Context: an optimization exercise on an open-source flow, tuned for small area and few clock cycles per item. The choices shown serve that exercise and are no tape-out recipe. Only simulation tests tie the RTL to the original design; equivalence was not proved. No activity file was given, so power comes from the tool's default toggle rates.

File: run.sh
#!/bin/bash
# synth_recipe.tcl (not shown) runs the flow's synth.tcl, then flattens the netlist and writes it again
# the make line also repeats each setting of config.mk as NAME=value (left out here)
make -C /OpenROAD-flow-scripts/flow DESIGN_CONFIG=/design/flow/config.mk WORK_HOME=/design/flow/orfs CLKGATE_MAP_FILE= SYNTH_SCRIPT=/design/flow/synth_recipe.tcl finish
File: config.mk
export PLATFORM = sky130hd
export DESIGN_NAME = IS42S16320D
export DESIGN_NICKNAME = IS42S16320D
export VERILOG_FILES = /design/flow/design.v
export SDC_FILE = /design/flow/constraint.sdc
export NUM_CORES = 4
export LEC_CHECK = 0
export CAP_MARGIN = 20
export CORE_MARGIN = 2
export CORE_UTILIZATION = 40
export SLEW_MARGIN = 20
File: constraint.sdc
create_clock -name core_clock -period 10.0 [get_ports {ipClk}]
set_input_delay 2.0000 -clock core_clock [delete_from_list [all_inputs] [get_ports {ipClk}]]
set_output_delay 2.0000 -clock core_clock [all_outputs]
set_load 0.01 [all_outputs]
File: design.v
module IS42S16320D(
  input            ipClk,  
  input            ipReset,
  input      [24:0]ipAddress,
  input      [ 1:0]ipByteEnable,
  output reg       opWaitRequest,
  input      [15:0]ipWriteData,
  input            ipWrite,
  input            ipRead,
  output reg [15:0]opReadData,
  output reg       opReadDataValid,
  output           opCKE,
  output reg       opnCS,
  output reg       opnRAS,
  output reg       opnCAS,
  output reg       opnWE,
  output reg [12:0]opA,
  output reg [ 1:0]opBA,
  output reg [ 1:0]opDQM,
  output reg [15:0]opDQ,
  output reg       opDQ_en,
  input      [15:0]ipDQ
);
reg [24:0]Buffer_Address;
reg [ 1:0]Buffer_ByteEnable;
reg [15:0]Buffer_WriteData;
reg       Buffer_Write;
reg       Buffer_Read;
localparam CAS_Latency     =  3;
localparam Banks           =  4;
localparam RowsAdrWidth    = 13;
localparam ColumnsAdrWidth = 10;
localparam RefreshPeriod    = 750;  
localparam PrechargeTimeout = 9500;  
localparam [3:0] DESL  = 4'b1000;
localparam [3:0] NOP   = 4'b0111;
localparam [3:0] BST   = 4'b0110;
localparam [3:0] READ  = 4'b0101;
localparam [3:0] WRITE = 4'b0100;
localparam [3:0] ACT   = 4'b0011;
localparam [3:0] PRE   = 4'b0010;  
localparam [3:0] REF   = 4'b0001;
localparam [3:0] MRS   = 4'b0000;  
reg [3:0]Command;
assign opCKE = 1'b1;
always @(*) {opnCS, opnRAS, opnCAS, opnWE} = Command;
reg       Reset;
reg [14:0]Count;
reg [ 9:0]RefreshCount;
reg [ 3:0]RefreshBacklog;
reg [13:0]PrechargeCount;
reg [12:0]PageAddress;
reg  [3:1]ReadPipe;
wire [3:0]ReadCommands = {ReadPipe, Command == READ};
localparam [3:0] Powerup    = 4'd0;
localparam [3:0] Init       = 4'd1;
localparam [3:0] Idle       = 4'd2;
localparam [3:0] SetupRead  = 4'd3;
localparam [3:0] Reading    = 4'd4;
localparam [3:0] SetupWrite = 4'd5;
localparam [3:0] Writing    = 4'd6;
localparam [3:0] Precharge  = 4'd7;
localparam [3:0] Refresh    = 4'd8;
reg [3:0]State;
always @(posedge ipClk) begin
  Reset <= ipReset;
  if(Reset) begin
    opWaitRequest   <=  1'b1;
    opReadData      <= 16'h0;
    opReadDataValid <=  1'b0;
    Buffer_Address    <= 25'h0;
    Buffer_ByteEnable <=  2'h0;
    Buffer_WriteData  <= 16'h0;
    Buffer_Write      <=  1'b0;
    Buffer_Read       <=  1'b0;
    Command <= NOP;
    opBA    <=  2'h0;
    opA     <= 13'h0;
    opDQM   <=  2'h3;
    opDQ_en    <=  1'b0;
    opDQ    <= 16'h0;
    Count          <= 0;
    RefreshCount   <= 0;
    RefreshBacklog <= 0;
    PrechargeCount <= 0;
    PageAddress <= 13'h0;
    ReadPipe <= 0;
    State <= Powerup;
  end else begin
    if(Command == REF) begin
      if(|RefreshBacklog) RefreshBacklog <= RefreshBacklog - 1;
    end else if(RefreshCount == RefreshPeriod) begin
      RefreshCount <= 0;
      if(~&RefreshBacklog) RefreshBacklog <= RefreshBacklog + 1;
    end else begin
      RefreshCount <= RefreshCount + 1;
    end
    if     ( Command == ACT) PrechargeCount <= PrechargeTimeout;
    else if(|PrechargeCount) PrechargeCount <= PrechargeCount - 1;
    case(State)
      Powerup: begin
        if(&Count) State <= Init;  
        Count <= Count + 1;
      end
      Init: begin  
        opDQM <=  2'h3;
        opDQ_en  <=  1'd0;
        opDQ  <= 16'h0;
        case(Count[6:0])
          0: begin
            Command <= PRE;
            opA     <= 13'b0_0100_0000_0000;
            opBA    <=  2'h3;
          end
          3, 12, 21, 30, 39, 48, 57, 66: begin
            Command <= REF;
            opBA    <=  2'h0;
            opA     <= 13'h0;
          end
          75: begin
            Command     <= MRS;
            {opBA, opA} <= {5'b0,   
                            1'b1,   
                            2'd0,   
                            3'd3,   
                            1'b0,   
                            3'd0};  
          end
          77: begin
            Command <= NOP;
            opBA    <=  2'h0;
            opA     <= 13'h0;
            State   <= Idle;
          end
          default: begin
            Command <= NOP;
            opBA    <=  2'h0;
            opA     <= 13'h0;
          end
        endcase
        Count <= Count + 1;
      end
      Idle: begin
        if(~opWaitRequest) begin
          Buffer_Address    <= ipAddress;
          Buffer_ByteEnable <= ipByteEnable;
          Buffer_WriteData  <= ipWriteData;
          Buffer_Write      <= ipWrite;
          Buffer_Read       <= ipRead;
        end
        Count <= 0;
        Command <= NOP;
        opBA    <=  2'h0;
        opA     <= 13'h0;
        opDQM   <=  2'h3;
        opDQ_en    <=  1'd0;
        opDQ    <= 16'h0;
        if(|RefreshBacklog) begin
          opWaitRequest <= 1'b1;
          State <= Refresh;
        end else if(opWaitRequest && Buffer_Read) begin
          State <= SetupRead;
        end else if(opWaitRequest && Buffer_Write) begin
          State <= SetupWrite;
        end else if(~opWaitRequest && ipRead) begin
          opWaitRequest <= 1;
          State <= SetupRead;
        end else if(~opWaitRequest && ipWrite) begin
          opWaitRequest <= 1;
          State <= SetupWrite;
        end else begin
          opWaitRequest <= 0;
        end
      end
      SetupRead: begin
        PageAddress <= Buffer_Address[24:12];
        opDQM <=  2'h0;
        opDQ_en  <=  1'd0;
        opDQ  <= 16'h0;
        case(Count[3:0])
          0: begin
            Command <= ACT;
            opA     <= Buffer_Address[24:12];
            opBA    <= 2'h0;
          end
          2: begin
            Command <= ACT;
            opA     <= Buffer_Address[24:12];
            opBA    <= 2'h1;
          end
          4: begin
            Command <= ACT;
            opA     <= Buffer_Address[24:12];
            opBA    <= 2'h2;
          end
          6: begin
            Command <= ACT;
            opA     <= Buffer_Address[24:12];
            opBA    <= 2'h3;
          end
          9: begin
            opWaitRequest <= 0;
            Command <= READ;
            opBA    <= Buffer_Address[11:10];
            opA     <= {3'd0, Buffer_Address[9:0]};
            State   <= Reading;
          end
          default: begin
            Command <= NOP;
            opA     <= 13'h0;
            opBA    <=  2'h0;
          end
        endcase
        Count <= Count + 1;
      end
      Reading: begin
        Buffer_Address    <= ipAddress;
        Buffer_ByteEnable <= ipByteEnable;
        Buffer_WriteData  <= ipWriteData;
        Buffer_Write      <= ipWrite;
        Buffer_Read       <= ipRead;
        Count <= 0;
        if(&RefreshBacklog || ~|PrechargeCount) begin
          opWaitRequest <= 1;
          Command       <= NOP;
          State         <= Precharge;
        end else if(ipRead) begin
          if(ipAddress[24:12] == PageAddress) begin
            Command <= READ;
            opBA    <= ipAddress[11:10];
            opA     <= {3'd0, ipAddress[9:0]};
            opDQM   <=  2'h0;
            opDQ_en    <=  1'd0;
            opDQ    <= 16'h0;
          end else begin
            opWaitRequest <= 1;
            Command       <= NOP;
            State         <= Precharge;
          end
        end else if(ipWrite) begin
          opWaitRequest <= 1;
          Command       <= NOP;
          State         <= Precharge;
        end else begin
          Command <= NOP;
        end
      end
      SetupWrite: begin
        PageAddress <= Buffer_Address[24:12];
        case(Count[3:0])
          0: begin
            Command <= ACT;
            opA     <= Buffer_Address[24:12];
            opBA    <=  2'h0;
            opDQM   <=  2'h3;
            opDQ_en    <=  1'd0;
            opDQ    <= 16'h0;
          end
          2: begin
            Command <= ACT;
            opA     <= Buffer_Address[24:12];
            opBA    <=  2'h1;
            opDQM   <=  2'h3;
            opDQ_en    <=  1'd0;
            opDQ    <= 16'h0;
          end
          4: begin
            Command <= ACT;
            opA     <= Buffer_Address[24:12];
            opBA    <=  2'h2;
            opDQM   <=  2'h3;
            opDQ_en    <=  1'd0;
            opDQ    <= 16'h0;
          end
          6: begin
            Command <= ACT;
            opA     <= Buffer_Address[24:12];
            opBA    <=  2'h3;
            opDQM   <=  2'h3;
            opDQ_en    <=  1'd0;
            opDQ    <= 16'h0;
          end
          9: begin
            opWaitRequest <= 0;
            Command <= WRITE;
            opBA    <= Buffer_Address[11:10];
            opA     <= {3'd0, Buffer_Address[9:0]};
            opDQM   <= ~Buffer_ByteEnable;
            opDQ_en    <= 1'd1;
            opDQ    <= Buffer_WriteData;
            State   <= Writing;
          end
          default: begin
            Command <= NOP;
            opA     <= 13'h0;
            opBA    <=  2'h0;
            opDQM   <=  2'h3;
            opDQ_en    <=  1'd0;
            opDQ    <= 16'h0;
          end
        endcase
        Count <= Count + 1;
      end
      Writing: begin
        Buffer_Address    <= ipAddress;
        Buffer_ByteEnable <= ipByteEnable;
        Buffer_WriteData  <= ipWriteData;
        Buffer_Write      <= ipWrite;
        Buffer_Read       <= ipRead;
        Count <= 0;
        if(&RefreshBacklog || ~|PrechargeCount) begin
          opWaitRequest <= 1;
          Command       <= NOP;
          State         <= Precharge;
        end else if(ipWrite) begin
          if(ipAddress[24:12] == PageAddress) begin
            Command <= WRITE;
            opBA    <= ipAddress[11:10];
            opA     <= {3'd0, ipAddress[9:0]};
            opDQM   <= ~ipByteEnable;
            opDQ_en    <=  1'd1;
            opDQ    <= ipWriteData;
          end else begin
            opWaitRequest <= 1;
            Command       <= NOP;
            State         <= Precharge;
          end
        end else if(ipRead) begin
          opWaitRequest <= 1;
          Command       <= NOP;
          State         <= Precharge;
        end else begin
          Command <= NOP;
        end
      end
      Precharge: begin
        opDQ_en  <=  1'd0;
        opDQ  <= 16'h0;
        if(|ReadCommands) begin
          Command <= NOP;
        end else begin
          opDQM <= 2'h3;
          case(Count[1:0])
            1: begin
              Command <= PRE;
              opA     <= 13'b0_0100_0000_0000;
              opBA    <=  2'h3;
            end
            2: begin
              Command <= NOP;
              opBA    <=  2'h0;
              opA     <= 13'h0;
              State   <= Idle;
            end
            default: begin
              Command <= NOP;
              opBA    <=  2'h0;
              opA     <= 13'h0;
            end
          endcase
          Count <= Count + 1;
        end
      end
      Refresh: begin  
        opBA  <=  2'h0;
        opA   <= 13'h0;
        opDQM <=  2'h3;
        opDQ_en  <=  1'd0;
        opDQ  <= 16'h0;
        case(Count[3:0])
          0: begin
            Command <= REF;
          end
          8: begin
            Command <= NOP;
            State   <= Idle;
          end
          default: begin
            Command <= NOP;
          end
        endcase
        Count <= Count + 1;
      end
      default:;
    endcase
    opReadData <= ipDQ;
    { opReadDataValid, ReadPipe } <= ReadCommands;
  end
end
endmodule
==> results of run 1 <==
## power groups by stage
| stage | clock network, mW | logic (mW) | registers (mW) |
|---|---|---|---|
| 2_1_floorplan | 0 | 0.583 | 0.891 |
| 3_3_place_gp | 0 | 0.819 | 0.917 |
| 3_5_place_dp | 0 | 0.824 | 0.919 |
| 4_1_cts | 0.645 | 0.828 | 0.905 |
| 5_1_grt | 0.677 | 0.921 | 0.925 |
| 6_report | 0.633 | 0.824 | 0.905 |
## placed cells by master, fill, tap and decap left out, types with 4 or more instances in the layout
cell	synthesis	layout
a211oi_1	24	24
a211oi_2	10	10
a21oi_1	93	93
a22o_1	5	5
a22oi_1	25	25
a31oi_1	4	4
buf_4	2	10
clkbuf_16	0	17
clkdlybuf4s50_1	0	117
dfxtp_1	164	163
ha_1	10	10
inv_1	16	16
inv_6	0	4
mux2i_1	8	8
nand2_1	152	152
nand2b_1	9	9
nand3_1	16	16
nand4_1	8	8
nor2_1	100	100
nor2b_1	24	24
nor3_1	17	17
nor3b_1	5	5
nor4_1	6	6
o211ai_1	6	6
o21a_1	4	4
o21ai_0	26	25
or2_2	7	7
or3_1	8	8
xnor2_1	17	17
xor2_1	29	29
## worst reg2reg max path: cells and delay by family, from the launching register on
kind	cells	cell delay [ns]
flops	1	0.84
compound gates	2	0.58
buf+inv	2	0.63
simple gates	2	0.86
## metal layers
metal  vias to the layer above  part of all wire  global-route usage
met5                         -                 0                   0
met4                         0             0.010              0.0521
met3                        15             0.042              0.0445
met2                       147              0.45               0.294
met1                      3084              0.50               0.278
li1                       3349                 -                   -
## stage by stage
stage	total power, mW	cells	util	instance area, µm²
final	2.36	1247	0.505	9380
after global routing	2.52	1247	0.505	9380
after CTS	2.38	1247	0.505	9380
after detailed placement	1.74	1215	0.475	8820
after global placement	1.74	1215	0.475	8820
after floorplan	1.47	916	-	7550
## cell families after synthesis
| kind of cell | Yosys count | share of synthesized area |
|---|---|---|
| mux | 8 | 0.0106 |
| flops | 164 | 0.435 |
| other cells | 2 | 0.000995 |
| fa+ha+maj | 12 | 0.0206 |
| buf+inv | 79 | 0.0458 |
| xor+xnor | 46 | 0.0534 |
| compound gates | 230 | 0.204 |
| simple gates | 375 | 0.229 |
## final timing paths
| path | start | endpoint | slack, ns | cells after the start |
|---|---|---|---|---|
| max | ipAddress[23] | Command[0] | 5.97 | 8 |
| min | Buffer_WriteData[4] | Buffer_WriteData[4] | 0.45 | 2 |
| max reg2reg | State[1] | Buffer_Address[21] | 7.01 | 6 |
| min reg2reg | Buffer_WriteData[4] | Buffer_WriteData[4] | 0.45 | 2 |
## area by class of cell
type,instances,area [µm²]
clock buffer,19,443
clock inverter,13,121
fill,1803,9200
inverter,17,63.8
multi-input combinational,673,3930
sequential,164,3290
tap,234,293
timing repair buffer,127,1250
## flip-flops by register name (all words and copies together), names as in the netlist, 2 cells and up
name               count
Buffer_ByteEnable      2
opBA                   2
RefreshBacklog         4
Count                 15
Buffer_WriteData      16
opDQ                  16
opA                   13
PrechargeCount        14
State                  4
Command                3
ReadPipe               3
RefreshCount          10
PageAddress           13
opDQM                  2
Buffer_Address        25
opReadData            16
==> results.json, run 1 <==
{
  "status": "complete, no violations",
  "swShare": 0.361,
  "hold_class": "register to register",
  "cts.clk_slew.worst_paths_ns": 0.06,
  "syn-num-nets": 990,
  "grt_pass1_wl_um": 31300,
  "grt-ovfl-total": 0,
  "cp_num_buf_inv": 1,
  "dr.pass1.iters": 5,
  "synth_cells": 916,
  "cp_max_fo": 4,
  "rsz0062_at_grt": "no",
  "synth_area_leaders": "dfxtp_1, nand2_1, a21oi_1",
  "antenna_found_initial": 0,
  "place_ws_ns": 5.55,
  "slowest_delay_ns": 0.47,
  "wl_um": 19400,
  "viasPerCell": 5.29,
  "skew_ns": 0.00870,
  "cts_buffer_depth": 2,
  "maxSlewHeadroom": 0.396,
  "power_switching_uw": 854,
  "grt_pass1_vias": 6039,
  "track_usage": 0.194,
  "syn_avg_cell_area_um2": 8.24,
  "crit_required_ns": 10.31,
  "clock_sinks": 164,
  "synth_top_area_share": 0.435,
  "power_leakage_nw": 3.20,
  "area_growth_pct": 24.3,
  "whs_ns": 0.450,
  "drive_gt1_frac": 0.0721,
  "intPower_mw": 1.51,
  "vdd_drop_max_v": 0.000142,
  "async_flop_share": 0,
  "routedWlPerCell_um": 15.5,
  "power.density_nw_per_um2": 252,
  "fmax_mhz": 248,
  "seqPwrFrac": 0.383,
  "cap_violations": 0,
  "cp_top_family": "simple AND/OR/NAND/NOR gates",
  "die_w_um": 141,
  "grt_max_degree": 72,
  "seq_area_frac_synth": 0.435,
  "worstPathArrival_ns": 4.33,
  "n_antenna_cell": 0,
  "nets": 1074,
  "dieArea_um2": 20000,
  "crit_chain": "clkdlybuf4s50_1, xor2_1, nor4_1, nand2_1, nor3_1, nand2_1, a2111oi_0, o21ai_0",
  "p_comb_frac": 0.349,
  "first_iter_violations": 473,
  "start_util": 0.406,
  "synthFlopType": "dfxtp_1",
  "place.gp.congestion": 0.828,
  "fin_crit_ns": 4.03,
  "min_period_over_period": 0.403,
  "portBuffers": 117,
  "post-synth-top-count-cell": "dfxtp_1",
  "core_area_um2": 18600,
  "tightest_slew_ns": 0.906,
  "insertion_delay_ns": 0.43,
  "finalHoldViolCount": 0,
  "clock-root-buffer": "clkbuf_16",
  "cts_setup_buffers": 0,
  "die_height_um": 141,
  "fp-row-count": 50,
  "drc": 0,
  "ant_nets": 0,
  "vias": 6595,
  "post_synth_num_cell_types": 71,
  "critPathSlowestCell": "nor3_1",
  "holdBufCountCts": 0,
  "htreeDepth": 4,
  "slew_violations": 0,
  "synth_edf_count": 0,
  "place_hpwl_um": 13000,
  "fin_tns_setup_ns": 0,
  "cts_tree": "built",
  "yosys.area.top_type": "dfxtp_1",
  "setup_viol": 0,
  "start_kind": "input port",
  "synth_commonest_cells": "dfxtp_1, nand2_1, nor2_1",
  "post_cts_resized": 0,
  "cp-end-kind": "register",
  "syn_area_um2": 7550,
  "cp_common_cell": "nand2_1",
  "io_pins": 120,
  "crit_type": "input port to register",
  "cts-buffers-inserted": 17,
  "ys_warn_count": 1,
  "synth-seq-cells": 164,
  "p_clk_frac": 0.268,
  "worst_slack_ns": 5.97
}
Testbench counts, summed over its fixed seeds: cycles 209,253, items 24,000.
==> inputs of run 2 (changes only) <==
==> design.v (replaced) <==
module IS42S16320D(
  input            ipClk,  
  input            ipReset,
  input      [24:0]ipAddress,
  input      [ 1:0]ipByteEnable,
  output reg       opWaitRequest,
  input      [15:0]ipWriteData,
  input            ipWrite,
  input            ipRead,
  output reg [15:0]opReadData,
  output reg       opReadDataValid,
  output           opCKE,
  output reg       opnCS,
  output reg       opnRAS,
  output reg       opnCAS,
  output reg       opnWE,
  output reg [12:0]opA,
  output reg [ 1:0]opBA,
  output reg [ 1:0]opDQM,
  output reg [15:0]opDQ,
  output reg       opDQ_en,
  input      [15:0]ipDQ
);
assign opCKE = 1'b1;
reg [ 9:0]RefreshCount;  
reg       RefreshReq;
reg [ 4:0]InitCount;     
reg [ 2:0]Wait;          
reg [ 1:0]RasWait;       
reg [ 3:0]BankOpen;
reg [12:0]RowOpen;
reg [ 3:0]ReadPipe;      
wire Tick     = RefreshCount[9] & RefreshCount[8];
wire Ready    = InitCount[4] & InitCount[3] & InitCount[0];
wire InitRef  = InitCount[4] & ~InitCount[3];
wire InitMRS  = InitCount[4] & InitCount[3] & ~InitCount[0];
wire Request  = ipRead | ipWrite;
wire [1:0]Bank = ipAddress[11:10];
wire RowHit   = ipAddress[24:12] == RowOpen;
wire AnyOpen  = |BankOpen;
wire BankHit  = BankOpen[Bank] & RowHit;
wire NoWait   = ~|Wait;
wire RefMode  = InitRef | (Ready & RefreshReq);
wire Serve    = Ready & ~RefreshReq & Request;
wire WriteOk  = ~ReadPipe[2] & ~ReadPipe[3] & (~ReadPipe[0] | &ipByteEnable);
wire DoRW  = Serve & BankHit & NoWait & (ipRead | WriteOk);
wire DoAct = Serve & ~BankHit & (~AnyOpen | RowHit) & NoWait;
wire DoPre = (RefMode | InitMRS | (Serve & ~RowHit)) & AnyOpen & NoWait &
             ~|RasWait;
wire DoRef = RefMode & ~AnyOpen & NoWait;
wire DoMRS = InitMRS & ~AnyOpen & NoWait;
always @(*) begin
  opWaitRequest   = ~DoRW & (Request | ~Ready);
  opReadData      = ipDQ;
  opReadDataValid = ReadPipe[2];
  opnCS  = 1'b0;
  opnRAS = ~(DoAct | DoPre | DoRef | DoMRS);
  opnCAS = ~(DoRW | DoRef | DoMRS);
  opnWE  = ~((DoRW & ipWrite) | DoPre | DoMRS);
  opBA        = Bank & {2{Ready}};
  opA[12:11]  = ipAddress[24:23] & {2{Ready}};
  opA[10]     = DoPre | (Ready & ~BankHit & ipAddress[22]);
  opA[ 9: 0]  = ~Ready  ? 10'h030 :
                BankHit ? ipAddress[9:0] : ipAddress[21:12];
  opDQ    = ipWriteData;
  opDQM   = ~ipByteEnable & {2{~ReadPipe[0]}};
  opDQ_en = ipWrite & Ready & ~ReadPipe[2] & ~ReadPipe[3];
end
always @(posedge ipClk) begin
  if(ipReset) begin
    RefreshCount <= 0;
    RefreshReq   <= 0;
    InitCount    <= 0;
    Wait         <= 0;
    RasWait      <= 0;
    BankOpen     <= 4'hF;  
    ReadPipe     <= 0;
  end else begin
    RefreshCount <= Tick ? 10'd0 : RefreshCount + 1'b1;
    if(Tick)       RefreshReq <= 1'b1;
    else if(DoRef) RefreshReq <= 1'b0;
    if((Tick & ~InitCount[4]) | (DoRef & InitRef) | DoMRS)
      InitCount <= InitCount + 1'b1;
    if(DoRef)                       Wait <= 3'd5;
    else if(DoAct | DoPre | DoMRS)  Wait <= 3'd1;
    else if(~NoWait)                Wait <= Wait - 1'b1;
    if(DoAct)                RasWait <= 2'd3;
    else if(DoRW & ipWrite)  RasWait <= 2'd1;
    else if(|RasWait)        RasWait <= RasWait - 1'b1;
    if(DoPre)      BankOpen       <= 4'h0;
    else if(DoAct) BankOpen[Bank] <= 1'b1;
    ReadPipe <= {ReadPipe[2:0], DoRW & ipRead};
  end
  if(DoAct) RowOpen <= ipAddress[24:12];
end
endmodule
==> run 2 against run 1 <==
Compared with the run above:
- sequential share of layout area down 1.9 points
- final area is 69% lower
- fmax shrank 42%
- register-to-register slack better by 0.35 ns
- still clean on timing, DRC and antenna
- largest cell class unchanged
- worst hold slack improved by 0.00052 ns
- worst setup slack lost 2.9 ns
- final cell count is 70% lower
- sequential power fell by 79%
==> results.json, run 2 <==
{
  "routedWlPerCell_um": 14.3,
  "vdd_drop_max_v": 0.0000643,
  "tightest_slew_ns": 0.790,
  "place_hpwl_um": 4050,
  "place.gp.congestion": 0.734,
  "track_usage": 0.164,
  "seqCellArea_um2": 971,
  "synth_cells": 274,
  "area_growth_pct": 17.9,
  "fillers": 580,
  "syn-num-nets": 342,
  "wl_um": 5290,
  "fin_tns_setup_ns": 0,
  "dr.pass1.iters": 4,
  "grt-ovfl-total": 0,
  "n_antenna_cell": 0,
  "synth_top_area_share": 0.234,
  "first_iter_violations": 130,
  "cp_top_family": "simple AND/OR/NAND/NOR gates",
  "insertion_delay_ns": 0.29,
  "holdBufCountCts": 0,
  "final_common_cell": "clkdlybuf4s50_1",
  "start_kind": "input port",
  "core_area_um2": 5960,
  "intPower_uw": 272,
  "synth_edf_count": 13,
  "cts_buffer_depth": 2,
  "reg_top3": "RowOpen (13), RefreshCount (10), InitCount (5)",
  "seqPwrFrac": 0.511,
  "ys_warn_count": 1,
  "cts_setup_buffers": 0,
  "grt_use_met3": 0.0498,
  "p_clk_frac": 0.290,
  "async_flop_share": 0,
  "htreeDepth": 2,
  "hold_class": "register to register",
  "cp-end-kind": "output port",
  "antenna_found_initial": 0,
  "seq_area_frac_synth": 0.391,
  "dp.cells": 361,
  "syn_avg_cell_area_um2": 9.06,
  "die_w_um": 82.8,
  "rsz0062_at_grt": "no",
  "fmax_mhz": 143,
  "min_period_over_period": 0.697,
  "fp-row-count": 28,
  "clock_sinks": 42,
  "cts_tree": "built",
  "grt-busiest-layer": "met2",
  "cp_common_cell": "clkdlybuf4s50_1",
  "whs_ns": 0.450,
  "drc": 0,
  "worstPathArrival_ns": 4.97,
  "vias": 1929,
  "start_util": 0.417,
  "slew_violations": 0,
  "synthFlopType": "dfxtp_1",
  "critPathSlowestCell": "nor4_4",
  "p_comb_frac": 0.198,
  "cts-buffers-inserted": 5,
  "dieArea_um2": 6850,
  "drive_gt1_frac": 0.0644,
  "power.density_nw_per_um2": 126,
  "crit_type": "input port to output port",
  "final_cell_mix": "clkdlybuf4s50_1, dfxtp_1, nor2_1",
  "post-synth-top-count-cell": "buf_4",
  "use_met1": 0.201,
  "power_switching_uw": 98.1,
  "portBuffers": 53,
  "power_leakage_nw": 1.01,
  "setup_viol": 0,
  "synth_area_leaders": "dfxtp_1, edfxtp_1, buf_4",
  "maxSlewHeadroom": 0.470,
  "cp_max_fo": 14,
  "cp_num_buf_inv": 2,
  "post_cts_resized": 0,
  "post_synth_num_cell_types": 46,
  "status": "complete, no violations",
  "viasPerCell": 5.21,
  "top_register": "RowOpen",
  "yosys.area.top_type": "dfxtp_1",
  "use_met2": 0.272,
  "synth_commonest_cells": "buf_4, dfxtp_1, nor2_1",
  "cts.clk_slew.worst_paths_ns": 0.08,
  "crit_required_ns": 8.00,
  "io_pins": 120,
  "skew_ns": 0.00977,
  "ant_nets": 0,
  "multi_input_area_um2": 1220,
  "die_height_um": 82.8,
  "layout.cells.non_filler": 370,
  "grt_max_degree": 17,
  "grt_pass1_wl_um": 8510,
  "fin_crit_ns": 6.97,
  "synth-seq-cells": 42,
  "slowest_delay_ns": 0.74,
  "grt_pass1_vias": 1807,
  "syn_area_um2": 2480,
  "swShare": 0.265,
  "cap_violations": 0,
  "clock-root-buffer": "clkbuf_8",
  "largest_reg_flops": 13,
  "nets": 362,
  "crit_chain": "clkdlybuf4s50_1, xnor2_1, nand4_1, nor4_4, mux2i_2, nor3b_1, clkdlybuf4s50_1",
  "finalHoldViolCount": 0
}
[run 2: cell count changes in the layout (fill, tap and decap cells not counted), moves of 20 or more]
cell | before | now
clkdlybuf4s50_1 | 117 | 53
nand2_1 | 152 | 14
nor2_1 | 100 | 25
nor2b_1 | 24 | 4
dfxtp_1 | 163 | 29
a21oi_1 | 93 | 16
xor2_1 | 29 | 7
a211oi_1 | 24 | 0
a22oi_1 | 25 | 1
[run 2: path summary, 6_finish.rpt]
kind              slack (ns)           from  cells after the start           to
setup / recovery        3.03  ipAddress[16]                      7       opnRAS
hold / removal          0.45    ReadPipe[1]                      1  ReadPipe[2]
setup reg to reg        7.36     RowOpen[1]                      4  RowOpen[11]
hold reg to reg         0.45    ReadPipe[1]                      1  ReadPipe[2]
[run 2: kinds of logic after synthesis]
logic type	Yosys count	share of synthesized area
buffers and inverters	47	0.124
and+or+nand+nor	99	0.219
xor gates and xnor gates	24	0.0847
other	2	0.00303
adders and majority gates	5	0.0252
AOI/OAI and AO/OA	47	0.118
muxes	8	0.0343
DFF	42	0.391
[run 2: final cells by class]
type / count / share of cell area
inverter: 6 / 0.00769
clock buffer: 6 / 0.0248
sequential: 42 / 0.332
multi-input combinational: 185 / 0.415
clock inverter: 2 / 0.00470
timing repair buffer: 54 / 0.184
tap: 75 / 0.0321
[run 2: layer usage]
| metal | up-vias | part of all wire |
|---|---|---|
| li1 | 967 | - |
| met4 | 0 | 0.011 |
| met2 | 45 | 0.48 |
| met5 | - | 0 |
| met1 | 910 | 0.45 |
| met3 | 7 | 0.060 |
[run 2: per-stage QoR]
stage / power (mW) / worst slack [ns] / instance area [µm²] / utilization
floorplan: 0.256 / 4.56 / 2480 / -
global placement: 0.265 / 3.10 / 2830 / 0.475
detailed placement: 0.266 / 3.03 / 2830 / 0.475
CTS: 0.374 / 3.01 / 2910 / 0.489
global route: 0.393 / 2.82 / 2930 / 0.492
finish: 0.370 / 3.03 / 2930 / 0.492
[run 2: power by group through the flow]
stage	Clock, mW	Sequential [mW]	Combinational (mW)
floorplan	0	0.192	0.0640
global placement	0	0.193	0.0725
detailed placement	0	0.193	0.0733
CTS	0.111	0.189	0.0740
global route	0.120	0.191	0.0826
finish	0.107	0.189	0.0733
Testbench counts of run 2, summed over its fixed seeds: cycles 79,834, items 24,000.
==> inputs of run 3 (changes only) <==
--- a/design.v
+++ b/design.v
@@ -28,6 +28,8 @@
 reg [ 2:0]Wait;          
 reg [ 1:0]RasWait;       
 reg [ 3:0]BankOpen;
+reg [ 3:0]BankCur;       
+reg [ 1:0]LastBank;      
 reg [12:0]RowOpen;
 reg [ 3:0]ReadPipe;      
 wire Tick     = RefreshCount[9] & RefreshCount[8];
@@ -38,15 +40,17 @@
 wire [1:0]Bank = ipAddress[11:10];
 wire RowHit   = ipAddress[24:12] == RowOpen;
 wire AnyOpen  = |BankOpen;
-wire BankHit  = BankOpen[Bank] & RowHit;
+wire BankHit  = BankCur[Bank] & RowHit;
+wire PreOk    = ~|RasWait | (Bank != LastBank);
 wire NoWait   = ~|Wait;
 wire RefMode  = InitRef | (Ready & RefreshReq);
 wire Serve    = Ready & ~RefreshReq & Request;
 wire WriteOk  = ~ReadPipe[2] & ~ReadPipe[3] & (~ReadPipe[0] | &ipByteEnable);
 wire DoRW  = Serve & BankHit & NoWait & (ipRead | WriteOk);
-wire DoAct = Serve & ~BankHit & (~AnyOpen | RowHit) & NoWait;
-wire DoPre = (RefMode | InitMRS | (Serve & ~RowHit)) & AnyOpen & NoWait &
-             ~|RasWait;
+wire DoAct  = Serve & ~BankOpen[Bank] & NoWait;
+wire DoPreB = Serve & BankOpen[Bank] & ~BankHit & NoWait & PreOk;
+wire DoPreA = (RefMode | InitMRS) & AnyOpen & NoWait & ~|RasWait;
+wire DoPre  = DoPreA | DoPreB;
 wire DoRef = RefMode & ~AnyOpen & NoWait;
 wire DoMRS = InitMRS & ~AnyOpen & NoWait;
 always @(*) begin
@@ -59,7 +63,7 @@
   opnWE  = ~((DoRW & ipWrite) | DoPre | DoMRS);
   opBA        = Bank & {2{Ready}};
   opA[12:11]  = ipAddress[24:23] & {2{Ready}};
-  opA[10]     = DoPre | (Ready & ~BankHit & ipAddress[22]);
+  opA[10]     = DoPreA | (Ready & ~BankOpen[Bank] & ipAddress[22]);
   opA[ 9: 0]  = ~Ready  ? 10'h030 :
                 BankHit ? ipAddress[9:0] : ipAddress[21:12];
   opDQ    = ipWriteData;
@@ -74,6 +78,7 @@
     Wait         <= 0;
     RasWait      <= 0;
     BankOpen     <= 4'hF;  
+    BankCur      <= 4'h0;
     ReadPipe     <= 0;
   end else begin
     RefreshCount <= Tick ? 10'd0 : RefreshCount + 1'b1;
@@ -87,8 +92,18 @@
     if(DoAct)                RasWait <= 2'd3;
     else if(DoRW & ipWrite)  RasWait <= 2'd1;
     else if(|RasWait)        RasWait <= RasWait - 1'b1;
-    if(DoPre)      BankOpen       <= 4'h0;
-    else if(DoAct) BankOpen[Bank] <= 1'b1;
+    if(DoPreA) begin
+      BankOpen <= 4'h0;
+      BankCur  <= 4'h0;
+    end else if(DoPreB) begin
+      BankOpen[Bank] <= 1'b0;
+      BankCur [Bank] <= 1'b0;
+    end else if(DoAct) begin
+      BankOpen[Bank] <= 1'b1;
+      if(RowHit) BankCur[Bank] <= 1'b1;
+      else       BankCur       <= 4'h1 << Bank;
+    end
+    if(DoAct | (DoRW & ipWrite)) LastBank <= Bank;
     ReadPipe <= {ReadPipe[2:0], DoRW & ipRead};
   end
   if(DoAct) RowOpen <= ipAddress[24:12];
--- a/config.mk
+++ b/config.mk
@@ -5,6 +5,7 @@
 export SDC_FILE = /design/flow/constraint.sdc
 export NUM_CORES = 4
 export LEC_CHECK = 0
+export ABC_AREA = 1
 export CAP_MARGIN = 20
 export CORE_MARGIN = 2
 export CORE_UTILIZATION = 40
==> run 3 against run 2 <==
Compared with the run above:
- global-route usage about the same
- sequential cell count increased by 6
- synthesized cell count increased by 47%
- still clean on timing, DRC and antenna
- highest routed layer unchanged
- largest cell class unchanged
- core utilization decreased by 0.81 points
==> results.json, run 3 <==
{
  "vdd_drop_max_v": 0.0000855,
  "crit_required_ns": 8.00,
  "worst_slack_ns": 3.27,
  "clock-root-buffer": "clkbuf_8",
  "synth_commonest_cells": "nand2_1, inv_1, nor2_1",
  "power_leakage_nw": 1.46,
  "antenna_found_initial": 0,
  "viasPerCell": 4.73,
  "routedWlPerCell_um": 11.9,
  "syn_avg_cell_area_um2": 7.01,
  "wl_um": 6210,
  "cts_setup_buffers": 0,
  "cp_top_family": "buffers and inverters",
  "track_usage": 0.164,
  "crit_chain": "clkdlybuf4s50_1, inv_1, nor2_2, nand2_1, nand4_1, nand3_1, inv_1, nand2_1, a21oi_1, clkdlybuf4s50_1",
  "cp_num_buf_inv": 4,
  "worstReg2RegStart": "InitCount[3]",
  "grt_max_degree": 22,
  "nets": 492,
  "grt_pass1_wl_um": 10100,
  "grt-ovfl-total": 0,
  "cap_violations": 0,
  "vias": 2463,
  "synth_top_area_share": 0.233,
  "die_height_um": 88.1,
  "synth_cells": 404,
  "synth_edf_count": 15,
  "skew_ns": 0.00998,
  "final_common_cell": "nand2_1",
  "start_kind": "input port",
  "post_synth_num_cell_types": 33,
  "drc": 0,
  "critPathSlowestCell": "clkdlybuf4s50_1",
  "first_iter_violations": 96,
  "setup_viol": 0,
  "maxSlewHeadroom": 0.525,
  "reg2reg_slack_ns": 7.58,
  "start_util": 0.414,
  "syn_area_um2": 2830,
  "fin_util": 0.484,
  "ys_warn_count": 1,
  "min_period_over_period": 0.673,
  "holdBufCountCts": 0,
  "area_growth_pct": 16.7,
  "crit_type": "input port to output port",
  "fmax_mhz": 149,
  "clock_sinks": 48,
  "portBuffers": 53,
  "status": "complete, no violations",
  "synth-seq-cells": 48,
  "dr.pass1.iters": 4,
  "path_depth": 10,
  "n_antenna_cell": 0,
  "cts_buffer_depth": 2,
  "cts.clk_slew.worst_paths_ns": 0.09,
  "cp-end-kind": "output port",
  "slowest_delay_ns": 0.56,
  "post_cts_resized": 0,
  "layout.cells.non_filler": 521,
  "synth_area_leaders": "dfxtp_1, edfxtp_1, nand2_1",
  "crit_end": "opA[6]",
  "cts-buffers-inserted": 5,
  "fp-row-count": 30,
  "dieArea_um2": 7770,
  "rr_worst_depth": 4,
  "rsz0062_at_grt": "no",
  "timing.rr.end": "RowOpen[2]",
  "post-synth-top-count-cell": "nand2_1",
  "final_cell_mix": "nand2_1, inv_1, clkdlybuf4s50_1",
  "io_pins": 120,
  "slew_violations": 0,
  "dp.cells": 513,
  "fin_tns_setup_ns": 0,
  "htreeDepth": 2,
  "core_area_um2": 6830,
  "place_ws_ns": 3.26,
  "async_flop_share": 0,
  "drive_gt1_frac": 0.0353,
  "power.density_nw_per_um2": 135,
  "fillers": 737,
  "seq_area_frac_synth": 0.392,
  "largest_reg_flops": 13,
  "finalHoldViolCount": 0,
  "grt_pass1_vias": 2250,
  "insertion_delay_ns": 0.30,
  "reg_top3": "RowOpen (13), RefreshCount (10), InitCount (5)",
  "synthFlopType": "dfxtp_1",
  "cts_tree": "built",
  "tightest_slew_ns": 0.710,
  "place_hpwl_um": 4810,
  "place.gp.congestion": 0.845,
  "top_register": "RowOpen",
  "cp_max_fo": 21,
  "syn-num-nets": 472,
  "worstPathArrival_ns": 4.73,
  "crit_start": "ipAddress[10]",
  "ant_nets": 0,
  "hold_class": "register to register",
  "yosys.area.top_type": "dfxtp_1",
  "fin_crit_ns": 6.73,
  "die_w_um": 88.1
}
==> run 3: through the flow <==
stage	total power, mW	hold slack [ns]	instance area [µm²]
detailed placement	0.311	0.400	3200
CTS	0.450	0.414	3300
global route	0.472	0.425	3300
floorplan	0.295	0.388	2830
finish	0.445	0.411	3300
global placement	0.309	0.391	3200
==> run 3: layout make-up <==
cell class / instances / area [µm²] / area share
well taps: 96 / 120 / 0.0364
clock buffers: 6 / 72.6 / 0.0220
inverters: 63 / 236 / 0.0716
flip-flops and latches: 48 / 1110 / 0.336
clock inverters: 2 / 35.0 / 0.0106
repair buffers: 53 / 531 / 0.161
multi-input cells: 253 / 1200 / 0.363
==> run 3: worst min-delay path by stage <==
stage                     start     endpoint  slack (ns)  cells after the start
finish              ReadPipe[1]  ReadPipe[2]        0.41                      2
global route        ReadPipe[1]  ReadPipe[2]        0.43                      2
CTS                 ReadPipe[1]  ReadPipe[2]        0.41                      2
detailed placement  ReadPipe[1]  ReadPipe[2]        0.40                      2
global placement    ReadPipe[1]  ReadPipe[2]        0.39                      2
floorplan           ReadPipe[1]  ReadPipe[2]        0.39                      2
==> run 3: kinds of logic (layout without fill, tap and decap cells) <==
group | Yosys count | count (layout) | synth area share
AO/OA/AOI/OAI | 52 | 52 | 0.0963
XOR/XNOR | 7 | 7 | 0.0217
flip-flops | 48 | 48 | 0.392
adder cells (fa/ha/maj) | 5 | 5 | 0.0221
AND/OR/NAND/NOR | 187 | 187 | 0.280
other | 2 | 2 | 0.00265
buffers and inverters | 103 | 124 | 0.185
==> run 3: where the power goes <==
part / switching, mW / internal, mW / total [mW]
sequential: 0.00470 / 0.211 / 0.216
clock: 0.0636 / 0.0743 / 0.138
combinational: 0.0523 / 0.0386 / 0.0909
total: 0.121 / 0.324 / 0.445
==> run 3: worst min-delay path, cell delays in order, from the launching register on <==
cell and delay, ns:
dfxtp_1 0.31, inv_1 0.04, nor2_1 0.03
==> run 3: metal layers <==
layer  track usage  vias up  part of all wire
met5             0        -                 0
met4        0.0496        0             0.013
met3        0.0434       12             0.073
met2         0.276       86              0.45
met1         0.207     1086              0.46
li1              -     1279                 -
Testbench counts of run 3, summed over its fixed seeds: cycles 74,566, items 24,000.
==> inputs of run 4 (changes only) <==
--- a/config.mk
+++ b/config.mk
@@ -5,7 +5,6 @@
 export SDC_FILE = /design/flow/constraint.sdc
 export NUM_CORES = 4
 export LEC_CHECK = 0
-export ABC_AREA = 1
 export CAP_MARGIN = 20
 export CORE_MARGIN = 2
 export CORE_UTILIZATION = 40
==> run 4 against run 3 <==
Compared with the run above:
- still clean on timing, DRC and antenna
- worst hold slack better by 0.052 ns
- via count down 18%
- synthesized cell count down 24%
- final cell count down 20%
- clock skew down 0.0067 ns
- sequential cell count unchanged
- combinational power down 12%
- first-iteration DRC count down 13%
- critical path type unchanged
==> results.json, run 4 <==
{
  "worstPathArrival_ns": 5.13,
  "synth_area_leaders": "dfxtp_1, edfxtp_1, buf_4",
  "fp-row-count": 30,
  "status": "complete, no violations",
  "hold_class": "register to register",
  "holdBufCountCts": 0,
  "wl_um": 5470,
  "swShare": 0.265,
  "final_cell_mix": "clkdlybuf4s50_1, nor2_1, dfxtp_1",
  "syn_avg_cell_area_um2": 9.18,
  "drt-met1-wl_um": 2690,
  "rr_worst_depth": 6,
  "power_leakage_nw": 1.17,
  "hold_start": "ReadPipe[1]",
  "ant_nets": 0,
  "route.met2.wl_um": 2370,
  "power_switching_uw": 107,
  "yosys.area.top_type": "dfxtp_1",
  "dieArea_um2": 7710,
  "io_pins": 120,
  "fillers": 633,
  "die_height_um": 87.8,
  "synth_top_area_share": 0.235,
  "p_clk_frac": 0.276,
  "post_cts_resized": 0,
  "fin_crit_ns": 7.13,
  "insertion_delay_ns": 0.30,
  "cts_buffer_depth": 2,
  "core_area_um2": 6790,
  "viasPerCell": 4.86,
  "place_hpwl_um": 4080,
  "vias": 2023,
  "cts_tree": "built",
  "post_synth_num_cell_types": 49,
  "cts.clk_slew.worst_paths_ns": 0.08,
  "die_w_um": 87.8,
  "area_growth_pct": 14.7,
  "track_usage": 0.145,
  "intPower_uw": 298,
  "dp.cells": 408,
  "reg_top3": "RowOpen (13), RefreshCount (10), InitCount (5)",
  "hold_path_depth": 1,
  "portBuffers": 53,
  "synth-seq-cells": 48,
  "async_flop_share": 0,
  "min_period_over_period": 0.713,
  "worstReg2RegStart": "InitCount[0]",
  "top_layer": "met4",
  "rsz0062_at_grt": "no",
  "maxSlewHeadroom": 0.458,
  "nets": 387,
  "cp-end-kind": "output port",
  "reg2reg_slack_ns": 7.18,
  "fmax_mhz": 140,
  "fin_tns_setup_ns": 0,
  "n_antenna_cell": 0,
  "p_comb_frac": 0.196,
  "ys_warn_count": 1,
  "final_common_cell": "clkdlybuf4s50_1",
  "dr.pass1.iters": 4,
  "synth_cells": 306,
  "synth_edf_count": 15,
  "setup_viol": 0,
  "layout.cells.non_filler": 416,
  "cp_max_fo": 17,
  "top_register": "RowOpen",
  "clock_sinks": 48,
  "syn-num-nets": 374,
  "drive_gt1_frac": 0.0531,
  "hold_end": "ReadPipe[2]",
  "drc": 0,
  "routedWlPerCell_um": 13.2,
  "largest_reg_flops": 13,
  "crit_required_ns": 8.00,
  "grt_pass1_vias": 1904,
  "slew_violations": 0,
  "cap_violations": 0,
  "syn_area_um2": 2810,
  "place.gp.congestion": 0.800,
  "total_power_uw": 406,
  "synth_commonest_cells": "nor2_1, buf_4, dfxtp_1",
  "finalHoldViolCount": 0,
  "seq_area_frac_synth": 0.395,
  "grt_pass1_wl_um": 8830,
  "seqPwrFrac": 0.528,
  "cts-buffers-inserted": 5,
  "start_util": 0.414,
  "timing.rr.end": "LastBank[1]",
  "tightest_slew_ns": 0.810,
  "skew_ns": 0.00332,
  "crit_type": "input port to output port",
  "htreeDepth": 2,
  "route.met3.wl_um": 336,
  "cts_setup_buffers": 0,
  "vdd_drop_max_v": 0.0000874,
  "power.density_nw_per_um2": 126,
  "start_kind": "input port",
  "grt_max_degree": 24,
  "post-synth-top-count-cell": "nor2_1",
  "grt-ovfl-total": 0,
  "antenna_found_initial": 0,
  "first_iter_violations": 84,
  "synthFlopType": "dfxtp_1",
  "clock-root-buffer": "clkbuf_8"
}
## run 4: cell count changes after synthesis, moves of 9 or more
cell | previous run | this run
inv_1 | 61 | 7
o21ai_0 | 15 | 6
a21oi_1 | 29 | 13
nor2b_1 | 0 | 9
mux2i_1 | 0 | 13
nand3_1 | 24 | 7
xor2_1 | 2 | 18
nand2_1 | 97 | 24
## run 4: routing by layer
layer  global-route usage  vias to the layer above
met5                    0                        -
met3               0.0377                        9
met1                0.188                      918
li1                     -                     1039
met4               0.0462                        0
met2                0.237                       57
## run 4: worst max-delay path, cell delays in order
cell             delay [ns]
clkdlybuf4s50_1        0.72
mux4_2                 0.59
nand2b_1               0.42
inv_1                  0.60
nor2_1                 0.10
and3_1                 0.22
clkdlybuf4s50_1        0.48
## run 4: cell families after synthesis
group,synth area share
buffers and inverters,0.126
xor gates and xnor gates,0.0842
muxes,0.0583
and+or+nand+nor,0.222
adders and majority gates,0.0223
DFF,0.395
AOI/OAI and AO/OA,0.0895
other,0.00267
## run 4: layout make-up
cell class / count / area (µm²) / share of cell area
well taps: 96 / 120 / 0.0373
clock buffers: 7 / 76.3 / 0.0237
inverters: 7 / 26.3 / 0.00815
repair buffers: 54 / 538 / 0.167
clock inverters: 1 / 5.00 / 0.00155
flip-flops and latches: 48 / 1110 / 0.345
multi-input cells: 203 / 1350 / 0.418
## run 4: how the worst max path moves through the flow
stage | start | to | cells after the start
floorplan | ipAddress[10] | opnRAS | 7
global placement | ipAddress[10] | opnRAS | 7
detailed placement | ipAddress[10] | opnRAS | 7
CTS | ipAddress[10] | opnRAS | 7
global route | ipAddress[10] | opnRAS | 7
finish | ipAddress[10] | opnRAS | 7
## run 4: power by group through the flow
stage | clock, mW | combinational [mW] | sequential, mW
floorplan | 0 | 0.0683 | 0.218
global placement | 0 | 0.0783 | 0.219
detailed placement | 0 | 0.0798 | 0.219
CTS | 0.116 | 0.0803 | 0.214
global route | 0.122 | 0.0892 | 0.216
finish | 0.112 | 0.0797 | 0.214
## run 4: per-stage QoR
stage                     area [µm²]  worst slack [ns]  utilization  hold WS, ns
after global placement          3140              2.92        0.462        0.428
after global routing            3220              2.60        0.474        0.488
after CTS                       3220              2.86        0.474        0.462
after detailed placement        3140              2.85        0.462        0.434
final                           3220              2.87        0.474        0.462
after floorplan                 2810              4.36            -        0.414
==> inputs of run 5 (changes only) <==
==> design.v (replaced) <==
module IS42S16320D(
  input            ipClk,  
  input            ipReset,
  input      [24:0]ipAddress,
  input      [ 1:0]ipByteEnable,
  output reg       opWaitRequest,
  input      [15:0]ipWriteData,
  input            ipWrite,
  input            ipRead,
  output reg [15:0]opReadData,
  output reg       opReadDataValid,
  output           opCKE,
  output reg       opnCS,
  output reg       opnRAS,
  output reg       opnCAS,
  output reg       opnWE,
  output reg [12:0]opA,
  output reg [ 1:0]opBA,
  output reg [ 1:0]opDQM,
  output reg [15:0]opDQ,
  output reg       opDQ_en,
  input      [15:0]ipDQ
);
assign opCKE = 1'b1;
reg [ 9:0]RefreshCount;
reg [ 4:0]InitCount;     
reg       Busy;          
reg [ 1:0]RasWait;       
reg [ 3:0]BankOpen;
reg [ 3:0]BankCur;       
reg [12:0]RowOpen;
reg [ 3:0]ReadPipe;      
wire Tick     = &RefreshCount;
wire Window   = ~|RefreshCount[9:5] & ~(RefreshCount[4] & |RefreshCount[3:0]);
wire Slot5    = ~|RefreshCount[9:4] & (RefreshCount[3:0] == 4'd5);
wire Slot11   = ~|RefreshCount[9:4] & (RefreshCount[3:0] == 4'd11);
wire Ready    = InitCount[4];
wire InitRef  = InitCount[3] & (InitCount[2] ^ (InitCount[1] & InitCount[0]));
wire InitMRS  = ~InitCount[4] & (&InitCount[3:0]);
wire Active   = InitRef | InitMRS | Ready;
wire Request  = ipRead | ipWrite;
wire [1:0]Bank = ipAddress[11:10];
wire RowHit   = ipAddress[24:12] == RowOpen;
wire AnyOpen  = |BankOpen;
wire BankHit  = BankCur[Bank] & RowHit;
wire Serve    = Ready & ~Window & Request & ~Busy;
wire WriteOk  = ~ReadPipe[2] & ~ReadPipe[3] & (~ReadPipe[0] | &ipByteEnable);
wire NeedPre  = Serve & BankOpen[Bank] & ~BankHit;
wire DoRW     = Serve & BankHit & (ipRead | WriteOk);
wire DoAct    = Serve & ~BankOpen[Bank];
wire DoPre    = ((Active & Window & AnyOpen & ~Busy) | NeedPre) & ~|RasWait;
wire DoRef    = (InitRef | Ready) & (Slot5 | Slot11);
wire DoMRS    = InitMRS & Slot5;
always @(*) begin
  opWaitRequest   = ~DoRW & (Request | ~Ready);
  opReadData      = ipDQ;
  opReadDataValid = ReadPipe[2];
  opnCS  = 1'b0;
  opnRAS = ~(DoAct | DoPre | DoRef | DoMRS);
  opnCAS = ~(DoRW | DoRef | DoMRS);
  opnWE  = ~((DoRW & ipWrite) | DoPre | DoMRS);
  opBA        = Bank & {2{Ready}};
  opA[12:11]  = ipAddress[24:23] & {2{Ready}};
  opA[10]     = DoPre | (Ready & ~BankOpen[Bank] & ipAddress[22]);
  opA[ 9: 0]  = ~Ready  ? 10'h030 :
                BankHit ? ipAddress[9:0] : ipAddress[21:12];
  opDQ    = ipWriteData;
  opDQM   = ~ipByteEnable & {2{~ReadPipe[0]}};
  opDQ_en = ipWrite & ~ReadPipe[2] & ~ReadPipe[3];
end
always @(posedge ipClk) begin
  if(ipReset) begin
    InitCount    <= 0;
    BankOpen     <= 4'hF;  
  end else begin
    if(Tick & ~Ready) InitCount <= InitCount + 1'b1;
    if(DoPre) begin
      BankOpen <= 4'h0;
      BankCur  <= 4'h0;
    end else if(DoAct) begin
      BankOpen[Bank] <= 1'b1;
      if(RowHit) BankCur[Bank] <= 1'b1;
      else       BankCur       <= 4'h1 << Bank;
    end
  end
  RefreshCount <= RefreshCount + 1'b1;
  Busy <= DoAct | DoPre;
  if(DoAct)                RasWait <= 2'd3;
  else if(DoRW & ipWrite)  RasWait <= 2'd1;
  else if(|RasWait)        RasWait <= RasWait - 1'b1;
  ReadPipe <= {ReadPipe[2:0], DoRW & ipRead};
  if(DoAct) RowOpen <= ipAddress[24:12];
end
endmodule
==> run 5 against run 4 <==
Compared with the run above:
- global-route usage rose by 0.26 points
- worst setup slack improved by 0.13 ns
- final area decreased by 12%
- clock skew is 0.0011 ns higher
- combinational power fell by 32%
- critical path type unchanged
- largest power group unchanged
==> results.json, run 5 <==
{
  "synth_area_leaders": "dfxtp_1, edfxtp_1, buf_4",
  "seq_area_frac_synth": 0.430,
  "syn-num-nets": 305,
  "setup_viol": 0,
  "grt_max_degree": 18,
  "syn_area_um2": 2400,
  "place_hpwl_um": 3520,
  "drive_gt1_frac": 0.0692,
  "dieArea_um2": 6630,
  "track_usage": 0.148,
  "clock-root-buffer": "clkbuf_8",
  "cts_tree": "built",
  "clock_sinks": 43,
  "area_growth_pct": 18.6,
  "power.density_nw_per_um2": 129,
  "skew_ns": 0.00437,
  "wl_um": 4650,
  "io_pins": 120,
  "min_period_over_period": 0.701,
  "intPower_uw": 282,
  "ys_warn_count": 1,
  "start_kind": "input port",
  "power_switching_uw": 86.4,
  "largest_reg_flops": 13,
  "maxSlewHeadroom": 0.361,
  "timing.rr.end": "BankCur[0]",
  "vdd_drop_max_v": 0.0000720,
  "synth_top_area_share": 0.217,
  "slew_violations": 0,
  "place_ws_ns": 2.92,
  "top_register": "RowOpen",
  "reg2reg_slack_ns": 7.26,
  "place.gp.congestion": 0.703,
  "insertion_delay_ns": 0.29,
  "whs_ns": 0.332,
  "ant_nets": 0,
  "p_clk_frac": 0.327,
  "status": "complete, no violations",
  "total_power_uw": 368,
  "fp-row-count": 28,
  "cts_buffer_depth": 2,
  "grt_pass1_wl_um": 7420,
  "cp-end-kind": "output port",
  "cp_max_fo": 15,
  "htreeDepth": 2,
  "grt_pass1_vias": 1584,
  "final_common_cell": "clkdlybuf4s50_1",
  "die_w_um": 81.4,
  "fin_crit_ns": 7.01,
  "crit_end": "opnWE",
  "antenna_found_initial": 0,
  "seqPwrFrac": 0.525,
  "fmax_mhz": 143,
  "fillers": 564,
  "fin_tns_setup_ns": 0,
  "yosys.area.top_type": "dfxtp_1",
  "tightest_slew_ns": 0.957,
  "core_area_um2": 5850,
  "crit_required_ns": 8.00,
  "hold_class": "register to register",
  "finalHoldViolCount": 0,
  "seqCellArea_um2": 1030,
  "grt-ovfl-total": 0,
  "cts-buffers-inserted": 5,
  "worst_slack_ns": 2.99,
  "viasPerCell": 4.93,
  "nets": 327,
  "final_cell_mix": "clkdlybuf4s50_1, nor2_1, dfxtp_1",
  "crit_type": "input port to output port",
  "synth_cells": 237,
  "swShare": 0.235,
  "multi_input_area_um2": 1060,
  "post_synth_num_cell_types": 45,
  "holdBufCountCts": 0,
  "vias": 1650,
  "cts.clk_slew.worst_paths_ns": 0.08,
  "synthFlopType": "dfxtp_1",
  "worstReg2RegStart": "InitCount[4]",
  "start_util": 0.410,
  "syn_avg_cell_area_um2": 10.1,
  "p_comb_frac": 0.148,
  "post-synth-top-count-cell": "buf_4",
  "power_leakage_nw": 1.04,
  "worstPathArrival_ns": 5.01,
  "crit_start": "ipAddress[14]",
  "routedWlPerCell_um": 13.9,
  "die_height_um": 81.4,
  "n_antenna_cell": 0,
  "post_cts_resized": 0,
  "first_iter_violations": 39,
  "drc": 0,
  "portBuffers": 53,
  "rsz0062_at_grt": "no",
  "synth_edf_count": 17,
  "cts_setup_buffers": 0,
  "synth_commonest_cells": "buf_4, nor2_1, dfxtp_1",
  "dr.pass1.iters": 5,
  "rr_worst_depth": 5,
  "synth-seq-cells": 43,
  "async_flop_share": 0,
  "reg_top3": "RowOpen (13), RefreshCount (10), InitCount (5)",
  "cap_violations": 0
}
## run 5: changes by cell type after synthesis, moves of 5 or more
cell	change
nand2_1	-11
dfxtp_1	-7
nor2b_1	-6
o21ai_0	-6
clkbuf_1	-5
nand2b_1	-5
nor2_1	-6
## run 5: worst min-delay path by stage
stage                  end  depth (start not counted)        start
2_1_floorplan  ReadPipe[2]                          0  ReadPipe[1]
3_3_place_gp   ReadPipe[2]                          0  ReadPipe[1]
3_5_place_dp   ReadPipe[2]                          0  ReadPipe[1]
4_1_cts        ReadPipe[2]                          0  ReadPipe[1]
5_1_grt        ReadPipe[2]                          0  ReadPipe[1]
6_report       ReadPipe[2]                          0  ReadPipe[1]
## run 5: cells by family after synthesis
group	after synthesis	share of synthesized area
compound gates	24	0.0778
xor+xnor	25	0.0914
fa+ha+maj	5	0.0261
buf+inv	44	0.128
flops	43	0.430
mux	13	0.0648
other cells	2	0.00313
simple gates	81	0.179
## run 5: per-layer routing
metal	vias up	track usage	share of wire
li1	821	-	-
met2	59	0.257	0.46
met1	763	0.170	0.43
met5	-	0	0
met4	0	0.0407	0.011
met3	7	0.0533	0.095
## run 5: final cells by class
cell class              instances  area share
clock buffers                   6      0.0330
clock inverters                 2     0.00308
inverters                       5     0.00660
multi-input cells             150       0.372
flip-flops and latches         43       0.363
well taps                      75      0.0330
repair buffers                 54       0.189
## run 5: power groups by stage
| stage | Clock (mW) | Sequential (mW) | Combinational (mW) |
|---|---|---|---|
| floorplan | 0 | 0.195 | 0.0419 |
| global placement | 0 | 0.197 | 0.0549 |
| detailed placement | 0 | 0.197 | 0.0549 |
| CTS | 0.124 | 0.193 | 0.0552 |
| global route | 0.133 | 0.194 | 0.0603 |
| finish | 0.121 | 0.193 | 0.0544 |
## run 5: worst max-delay path, cell delays in order
cell and delay (ns):
clkdlybuf4s50_1 0.45, xor2_1 0.16, nor4_1 0.29, nand2_1 0.18, nor3b_4 0.83, o41ai_4 0.29
and3b_1 0.27, clkdlybuf4s50_1 0.53
## run 5: metrics by stage
stage	util	instances	cell area, µm²
6_report	0.486	335	2840
5_1_grt	0.486	335	2840
4_1_cts	0.486	335	2840
3_5_place_dp	0.468	327	2740
3_3_place_gp	0.468	327	2740
2_1_floorplan	-	237	2400
Testbench counts of run 5, summed over its fixed seeds: cycles 66,518, items 24,000.
==> inputs of run 6 (changes only) <==
==> flow/run.sh (new file) <==
#!/bin/bash
# Standard ORFS layout, with the smallest buffer for the port buffers.
set -euo pipefail
export BUFFER_PORTS_ARGS="-buffer_cell sky130_fd_sc_hd__buf_1"
bash standard.sh > standard.log 2>&1
==> standard.sh (new file) <==
#!/bin/bash
# synth_recipe.tcl (not shown) runs the flow's synth.tcl, then flattens the netlist and writes it again
# the make line also repeats each setting of config.mk as NAME=value (left out here)
make -C /OpenROAD-flow-scripts/flow DESIGN_CONFIG=/design/flow/config.mk WORK_HOME=/design/flow/orfs CLKGATE_MAP_FILE= SYNTH_SCRIPT=/design/flow/synth_recipe.tcl "${@:-finish}"
--- a/config.mk
+++ b/config.mk
@@ -5,6 +5,7 @@
 export SDC_FILE = /design/flow/constraint.sdc
 export NUM_CORES = 4
 export LEC_CHECK = 0
+export ABC_CLOCK_PERIOD_IN_PS = 20000
 export CAP_MARGIN = 20
 export CORE_MARGIN = 2
 export CORE_UTILIZATION = 40
removed: run.sh
==> run 6 against run 5 <==
Compared with the run above:
- register-to-register slack better by 0.03 ns
- first-iteration DRC count is 36% higher
- critical path depth stayed put
- clock-buffer cell count is 1 lower
- sequential share of layout area is 4.6 points higher
- critical endpoint unchanged
- largest power group unchanged
==> results.json, run 6 <==
{
  "cp_top_family": "simple AND/OR/NAND/NOR gates",
  "nets": 327,
  "critPathSlowestCell": "nor3b_4",
  "post_cts_resized": 0,
  "synthMuxAreaShare": 0.0648,
  "synth_cells": 237,
  "fin_area_um2": 2520,
  "cp-end-kind": "output port",
  "synth-seq-cells": 43,
  "portBuffers": 53,
  "post-synth-top-count-cell": "buf_4",
  "min_period_over_period": 0.621,
  "whs_ns": 0.325,
  "largest_reg_flops": 13,
  "seq_area_frac_synth": 0.430,
  "htreeDepth": 2,
  "die_w_um": 81.4,
  "dr.pass1.iters": 4,
  "core_area_um2": 5850,
  "worst_slack_ns": 3.79,
  "antenna_found_initial": 0,
  "cts_buffer_depth": 2,
  "drive_gt1_frac": 0.0731,
  "maxSlewHeadroom": 0.395,
  "fmax_mhz": 161,
  "fp-row-count": 28,
  "die_height_um": 81.4,
  "synth_compound_area_frac": 0.0778,
  "start_util": 0.410,
  "slew_violations": 0,
  "cap_violations": 0,
  "rsz0062_at_grt": "no",
  "fin_util": 0.431,
  "synth_top_family_by_area": "simple AND/OR/NAND/NOR gates",
  "ys_warn_count": 1,
  "cp_common_cell": "buf_1",
  "cp_num_buf_inv": 2,
  "post_dp_cell_area_um2": 2410,
  "hold_class": "register to register",
  "crit_chain": "buf_1, xor2_1, nor4_1, nand2_1, nor3b_4, o41ai_4, and3b_1, buf_1",
  "slowest_delay_ns": 0.79,
  "power_leakage_nw": 0.900,
  "final_common_cell": "buf_1",
  "crit_required_ns": 8.00,
  "dieArea_um2": 6630,
  "synthFlopType": "dfxtp_1",
  "total_power_uw": 369,
  "grt_max_degree": 18,
  "io_pins": 120,
  "rr_worst_depth": 5,
  "track_usage": 0.138,
  "path_depth": 8,
  "cts_tree": "built",
  "grt_pass1_vias": 1558,
  "grt_pass1_wl_um": 6910,
  "synth_adder_area_share": 0.0261,
  "crit_type": "input port to output port",
  "vias": 1662,
  "dp.cells": 327,
  "n_antenna_cell": 0,
  "setup_viol": 0,
  "fin_tns_setup_ns": 0,
  "synth_top_area_share": 0.217,
  "post_synth_num_cell_types": 45,
  "tightest_slew_ns": 0.907,
  "status": "complete, no violations",
  "vdd_drop_max_v": 0.0000741,
  "hold_path_depth": 0,
  "skew_ns": 0.00919,
  "insertion_delay_ns": 0.30,
  "final_cell_mix": "buf_1, nor2_1, dfxtp_1",
  "wl_um": 4550,
  "finalHoldViolCount": 0,
  "synthSimpleGateAreaFrac": 0.179,
  "syn_area_um2": 2400,
  "yosys.area.top_type": "dfxtp_1",
  "cts_setup_buffers": 0,
  "drc": 0,
  "cts.clk_slew.worst_paths_ns": 0.09,
  "ant_nets": 0,
  "routedWlPerCell_um": 13.6,
  "power.density_nw_per_um2": 146,
  "async_flop_share": 0,
  "top_register": "RowOpen",
  "syn_avg_cell_area_um2": 10.1,
  "holdBufCountCts": 0,
  "synth_edf_count": 17,
  "area_growth_pct": 5.22,
  "syn-num-nets": 305,
  "clock_sinks": 43,
  "synth_commonest_cells": "buf_4, nor2_1, dfxtp_1",
  "cp_max_fo": 15,
  "viasPerCell": 4.96,
  "fin_crit_ns": 6.21,
  "clock-root-buffer": "clkbuf_8",
  "cts-buffers-inserted": 5,
  "synth_area_leaders": "dfxtp_1, edfxtp_1, buf_4",
  "grt-ovfl-total": 0,
  "reg_top3": "RowOpen (13), RefreshCount (10), InitCount (5)",
  "place_ws_ns": 3.70,
  "layout.cells.non_filler": 335,
  "synth_xor_area_frac": 0.0914,
  "first_iter_violations": 53,
  "start_kind": "input port",
  "place.gp.congestion": 0.799,
  "place_hpwl_um": 3540,
  "worstPathArrival_ns": 4.21
}
[run 6: cell counts after synthesis]
No cell type changed its count.
[run 6: final timing paths]
check             slack, ns          end           from
setup / recovery       3.79        opnWE  ipAddress[22]
setup reg to reg       7.29   BankCur[1]   InitCount[4]
hold / removal         0.32  ReadPipe[2]    ReadPipe[1]
hold reg to reg        0.32  ReadPipe[2]    ReadPipe[1]
[run 6: layout make-up]
class	count	area (µm²)
timing repair buffer	54	206
multi-input combinational	150	1060
tap	75	93.8
clock buffer	5	68.8
sequential	43	1030
clock inverter	3	43.8
fill	576	3330
inverter	5	18.8
[run 6: where the power goes]
part           switching, mW  leakage, nW  total, mW  internal (mW)
sequential           0.00546        0.365      0.193          0.188
combinational         0.0236        0.477     0.0410         0.0173
clock                 0.0602       0.0581      0.135         0.0743
[run 6: kinds of logic after synthesis]
family	count (synthesis)
and+or+nand+nor	81
other	2
muxes	13
DFF	43
AOI/OAI and AO/OA	24
buffers and inverters	44
adders and majority gates	5
xor gates and xnor gates	25
[run 6: layer usage]
layer | GRT usage | share of wire | wire length, µm
met1 | 0.158 | 0.43 | 1970
met2 | 0.242 | 0.48 | 2160
met3 | 0.0444 | 0.076 | 345
met4 | 0.0492 | 0.015 | 70
met5 | 0 | 0 | 0

separate check: timing with driven ports:
How much do the figures lean on ideal ports? The routed layouts below were timed once more, with nothing changed but the port constraints. Step 1 sets driving cells, clkbuf_16 on the clock port and buf_2 on the other inputs (assumed; they add their load-dependent delay and slew). Step 2 adds t to the input delays and takes it off the output delays; t is the mean of the earliest and latest rising clock arrival at the registers after step 1. Input paths then give back, and output paths get back, about the clock's delay inside the block. Three values: no drivers, after step 1, after step 2; two values: the first two.
run | shift t [ns] | setup slack, ns | worst setup path at the end | latest minus earliest clock arrival (ns)
run 1 | 0.467 | 5.974 / 5.993 / 5.527 | input to register | 0.009 / 0.009
run 2 | 0.318 | 3.029 / 3.006 / 3.006 | input to output | 0.010 / 0.010
run 3 | 0.324 | 3.268 / 3.244 / 3.244 | input to output | 0.010 / 0.010
run 4 | 0.323 | 2.867 / 2.846 / 2.846 | input to output | 0.003 / 0.003
run 5 | 0.314 | 2.993 / 2.973 / 2.973 | input to output | 0.004 / 0.004
run 6 | 0.321 | 3.790 / 3.771 / 3.771 | input to output | 0.009 / 0.009
After both steps every run listed still meets setup and hold. For run 1, which loses most, drivers alone change the setup slack by +0.019 ns; drivers and shift together by -0.447 ns.
